Context: an optimization exercise on an open-source flow, tuned for small area and a short achievable clock period. The choices shown serve that exercise and are no tape-out recipe.
Function was checked by simulation only, so behaviour that the tests miss may differ from the original.
Power figures rest on the tool's default switching activity, not on a simulated workload.

willow:
==> flow/design.v (excerpt) <==
module uart_core (
   uart_tx, uart_if, rx_rts, prdata,
   uart_rx, uart_cts, pwrite, pwdata, psel, prst_n, penable, pclk,
   paddr
   );
clock: 5.0 ns
lec_check: 0
cap_margin: 20
core_margin: 2
core_utilization: 60
cts_buf_list: sky130_fd_sc_hd__clkbuf_16
cts_cluster_diameter: 70
cts_cluster_size: 25
gpl_routability_driven: 0
setup_slack_margin: 2.9
slew_margin: 20
standard.sh (not shown) runs the stock make flow with config.mk's settings and CLKGATE_MAP_FILE= SYNTH_SCRIPT=/design/flow/synth_recipe.tcl, a recipe that flattens the netlist after the stock synthesis.
==> flow/flow/run.sh <==
#!/bin/bash
# Standard layout, with the clock tree built without dummy load cells.
# Everything else is the standard flow (standard.sh).
set -o pipefail
cp standard.sh std_copy.sh.txt 2>/dev/null
export CTS_ARGS="-sink_clustering_enable -repair_clock_nets -sink_clustering_size 25 -sink_clustering_max_diameter 70 -buf_list sky130_fd_sc_hd__clkbuf_16 -dont_use_dummy_load"
bash standard.sh finish > standard.log 2>&1
willow finished all stages; the layout is clean.
### willow -> lagoon
# willow
export LEC_CHECK = 0
export CAP_MARGIN = 20
export CORE_MARGIN = 2
export CORE_UTILIZATION = 60
export CTS_BUF_LIST = sky130_fd_sc_hd__clkbuf_16
export CTS_CLUSTER_DIAMETER = 70
export CTS_CLUSTER_SIZE = 25
export GPL_ROUTABILITY_DRIVEN = 0
export SETUP_SLACK_MARGIN = 2.9
export SLEW_MARGIN = 20
create_clock -name core_clock -period 5.0 [get_ports {pclk}]
# lagoon
export LEC_CHECK = 0
export CAP_MARGIN = 20
export CORE_MARGIN = 2
export CORE_UTILIZATION = 60
export CTS_BUF_LIST = sky130_fd_sc_hd__clkbuf_16
export CTS_CLUSTER_DIAMETER = 70
export CTS_CLUSTER_SIZE = 25
export SETUP_SLACK_MARGIN = 2.9
export SLEW_MARGIN = 20
create_clock -name core_clock -period 5.0 [get_ports {pclk}]
==> flow/flow/run.sh <==
#!/bin/bash
# Standard layout, with the clock tree built without dummy load cells.
# Everything else is the standard flow (standard.sh).
set -o pipefail
cp standard.sh std_copy.sh.txt 2>/dev/null
export CTS_ARGS="-sink_clustering_enable -repair_clock_nets -sink_clustering_size 30 -sink_clustering_max_diameter 80 -buf_list sky130_fd_sc_hd__clkbuf_16 -dont_use_dummy_load"
bash standard.sh finish > standard.log 2>&1
Results
Every run in the comparison, lagoon and willow, completed the flow with a clean layout.
Comparing willow with lagoon, the number of enable flip-flop cells after synthesis came out essentially unchanged.
Of the two values seen for category of the most critical setup path, in -> reg was produced by lagoon and reg -> reg by willow.
prd[3] as the worst setup path endpoint was reported by lagoon, and if_q by willow.
Between willow and lagoon, the met1 track demand over resource figures differ only marginally.
[compare] base=willow new=lagoon: cell area saw a decrease, row count was more or less identical, register-to-register slack went down 0.05 ns, critical path depth fell 3.
Where highest attainable clock frequency is concerned, willow is better than lagoon.
Inputs modified between lagoon and cedar:
==> flow/flow/run.sh <==
#!/bin/bash
# Standard layout, with the clock tree built without dummy load cells.
# Everything else is the standard flow (standard.sh).
set -o pipefail
cp standard.sh std_copy.sh.txt 2>/dev/null
export CTS_ARGS="-sink_clustering_enable -repair_clock_nets -sink_clustering_size 20 -sink_clustering_max_diameter 60 -buf_list sky130_fd_sc_hd__clkbuf_16 -dont_use_dummy_load"
bash standard.sh finish > standard.log 2>&1
--- outcome ---
- Starting density of the core: lagoon vs cedar identical
- Re total die area: no difference whatsoever between cedar and lagoon.
- Comparing later-pin clock latency in the skew report for lagoon and cedar, the bigger number came from cedar.
- Going from lagoon to cedar, combinational group share of total power now smaller; cell count now larger.
- Register bit count reported by yosys came out exactly the same in lagoon and cedar.
- Of lagoon and cedar, the lower number of nets in the layout belongs to lagoon.
- Summary of cedar over lagoon: reg2reg setup slack rose 0.03 ns, met1 routed wirelength after detailed routing went down 1.3%.
- Row logic depth of the worst setup path including buffers: cedar higher / lagoon lower
What xenon does differently from cedar at the input level:
==> flow/run.sh (new file) <==
#!/bin/bash
# synth_recipe.tcl (not shown) runs the flow's synth.tcl, then flattens the netlist and writes it again
# the make line also repeats each setting of config.mk as NAME=value (left out here)
make -C /OpenROAD-flow-scripts/flow DESIGN_CONFIG=/design/flow/config.mk WORK_HOME=/design/flow/orfs CLKGATE_MAP_FILE= SYNTH_SCRIPT=/design/flow/synth_recipe.tcl finish
removed: flow/flow/run.sh
removed: flow/standard.sh
Notes after the runs:
- On final area, cedar and xenon are basically level.
- Diff xenon..cedar | sequential group power | negligible
- Area after synthesis: xenon vs cedar identical
- Via count of the first global-routing pass delta for xenon relative to cedar: about 0.7% lower
Modified inputs, onyx compared to xenon
# xenon
export LEC_CHECK = 0
export CAP_MARGIN = 20
export CORE_MARGIN = 2
export CORE_UTILIZATION = 60
export CTS_BUF_LIST = sky130_fd_sc_hd__clkbuf_16
export CTS_CLUSTER_DIAMETER = 70
export CTS_CLUSTER_SIZE = 25
export SETUP_SLACK_MARGIN = 2.9
export SLEW_MARGIN = 20
create_clock -name core_clock -period 5.0 [get_ports {pclk}]
# onyx
export LEC_CHECK = 0
export CAP_MARGIN = 20
export CORE_MARGIN = 2
export CORE_UTILIZATION = 60
export CTS_BUF_LIST = sky130_fd_sc_hd__clkbuf_16
export CTS_CLUSTER_DIAMETER = 70
export CTS_CLUSTER_SIZE = 25
export SETUP_SLACK_MARGIN = 2.8
export SLEW_MARGIN = 20
create_clock -name core_clock -period 5.0 [get_ports {pclk}]
Findings:
- [onyx] detailed route wirelength on metal3 fell about 24% relative to xenon
- In the tables for onyx and xenon, final clock skew reads higher with xenon.
- Layout buffering overhead excluding clock cells for onyx is lower than for xenon.
- onyx -> xenon: register cell area after layout flat
- Every run (onyx and xenon) finished clean.

---

== job 101 ==
uart_core again, from the RTL that the note above started with.
==> flow/config.mk <==
export PLATFORM = sky130hd
export DESIGN_NAME = uart_core
export DESIGN_NICKNAME = uart_core
export VERILOG_FILES = /design/flow/design.v
export SDC_FILE = /design/flow/constraint.sdc
export NUM_CORES = 4
export LEC_CHECK = 0
export CAP_MARGIN = 20
export CORE_MARGIN = 2
export CORE_UTILIZATION = 60
export CTS_BUF_LIST = sky130_fd_sc_hd__clkbuf_16
export CTS_CLUSTER_DIAMETER = 70
export CTS_CLUSTER_SIZE = 25
export SETUP_SLACK_MARGIN = 3.0
export SLEW_MARGIN = 20
==> flow/constraint.sdc <==
create_clock -name core_clock -period 5.0 [get_ports {pclk}]
set_input_delay 1.0000 -clock core_clock [delete_from_list [all_inputs] [get_ports {pclk}]]
set_output_delay 1.0000 -clock core_clock [all_outputs]
set_load 0.01 [all_outputs]
==> flow/flow/run.sh <==
#!/bin/bash
# Standard layout, with the clock tree built without dummy load cells.
# Everything else is the standard flow (standard.sh).
set -o pipefail
cp standard.sh std_copy.sh.txt 2>/dev/null
export CTS_ARGS="-sink_clustering_enable -repair_clock_nets -sink_clustering_size 25 -sink_clustering_max_diameter 70 -buf_list sky130_fd_sc_hd__clkbuf_16 -dont_use_dummy_load"
bash standard.sh finish > standard.log 2>&1
Both conditions hold for job 101: the flow ran to the end and the final layout passed the timing, DRC and antenna checks.
Modified inputs, job 102 compared to job 101
- a change of SETUP_SLACK_MARGIN from 3.0 to 2.9
- a deleted CTS_BUF_LIST that had been sky130_fd_sc_hd__clkbuf_16
- a change of CTS_CLUSTER_SIZE from 25 to 20
- a change of CTS_CLUSTER_DIAMETER from 70 to 50
==> flow/run.sh (new file) <==
#!/bin/bash
# synth_recipe.tcl (not shown) runs the flow's synth.tcl, then flattens the netlist and writes it again
# the make line also repeats each setting of config.mk as NAME=value (left out here)
make -C /OpenROAD-flow-scripts/flow DESIGN_CONFIG=/design/flow/config.mk WORK_HOME=/design/flow/orfs CLKGATE_MAP_FILE= SYNTH_SCRIPT=/design/flow/synth_recipe.tcl finish
removed: flow/flow/run.sh
removed: flow/standard.sh
### Flow results
In terms of worst hold slack, job 101 and job 102 differ only marginally.
Delta (job 102 minus job 101): signed area change from the synthesized netlist to the final layout went up 3.7 points, maximum clock rate +8.3 MHz.
The proportion of cell area spent on the clock network reported for job 102 is greater than that of job 101 by 2.7 points.
Compared with job 101, job 102 shows net switching share of the total power higher by 0.72 points.
Changes observed in job 102 relative to job 101: overall power after layout +about 15%, power density over the cells +35 nW/um^2.
Compared with job 101, job 102 shows a lower part of the total power dissipated in combinational logic.
Combined global-route utilization of all metal layers: job 102 vs job 101 down 0.30 points
On final net count: job 102 sits above job 101.
Input-level comparison between job 103 and job 102:
- setting CTS_BUF_LIST to sky130_fd_sc_hd__clkbuf_16 for the first time
- changing CTS_CLUSTER_DIAMETER from 50 to 70
- changing CTS_CLUSTER_SIZE from 20 to 25
==> flow/flow/run.sh (new file) <==
#!/bin/bash
# Standard layout, with the clock tree built without dummy load cells.
# Everything else is the standard flow (standard.sh).
set -o pipefail
cp standard.sh std_copy.sh.txt 2>/dev/null
export CTS_ARGS="-sink_clustering_enable -repair_clock_nets -sink_clustering_size 25 -sink_clustering_max_diameter 70 -buf_list sky130_fd_sc_hd__clkbuf_16 -dont_use_dummy_load"
bash standard.sh finish > standard.log 2>&1
==> flow/standard.sh (new file) <==
#!/bin/bash
# synth_recipe.tcl (not shown) runs the flow's synth.tcl, then flattens the netlist and writes it again
# the make line also repeats each setting of config.mk as NAME=value (left out here)
make -C /OpenROAD-flow-scripts/flow DESIGN_CONFIG=/design/flow/config.mk WORK_HOME=/design/flow/orfs CLKGATE_MAP_FILE= SYNTH_SCRIPT=/design/flow/synth_recipe.tcl "${@:-finish}"
removed: flow/run.sh
Part of the cycle the worst path needs across job 102 and job 103: no real change.
A highest-delay cell along the critical path of sky130_fd_sc_hd__or4_4 is what job 103 shows, while sky130_fd_sc_hd__buf_2 belongs to job 102.
Compared with job 102, job 103 is the less power-hungry design.
Job 103 has sequential share of layout area above what job 102 had.
In the metrics for job 102 and job 103, the one carrying the lower shortest clock period the worst path allows after layout is job 102.
In job 103 the fraction of final layout cells with drive strength greater than 1 turned out 2.7 points lower than in job 102.
Job 102 -> job 103: wire length on met1 decreased slightly
Side by side, CTS buffer count turned out lower in job 103 than in job 102.

port drivers added, routing unchanged:
The results above use ideal ports. As a check the final layouts listed here were re-extracted and re-timed, cells and wires unchanged. Step 1 assumes that a clkbuf_16 drives the clock port and a buf_2 every other input. Step 2, shift: input delay + t, output delay - t, t = (earliest + latest rising clock arrival at the registers) / 2. This alone moves slack from input paths to output paths. Slacks: no drivers / after step 1 / after step 2; pairs: no drivers / after step 1.
run | t (ns) | setup WS [ns] | worst register clock-pin slew, ns
willow | 0.599 | 2.902 / 2.873 / 2.360 | 0.09 / 0.09
lagoon | 0.570 | 2.852 / 2.854 / 2.308 | 0.11 / 0.11
cedar | 0.607 | 2.881 / 2.839 / 2.359 | 0.08 / 0.08
xenon | 0.613 | 2.857 / 2.845 / 2.282 | 0.10 / 0.10
onyx | 0.593 | 2.826 / 2.775 / 2.271 | 0.10 / 0.10
job 101 | 0.606 | 2.872 / 2.820 / 2.339 | 0.10 / 0.10
job 102 | 0.580 | 2.909 / 2.868 / 2.353 | 0.08 / 0.08
job 103 | 0.599 | 2.902 / 2.873 / 2.360 | 0.09 / 0.09
After both steps every run listed still meets setup and hold. The setup slack of xenon, which loses most, moves by -0.012 ns with the drivers and by -0.575 ns with both steps.
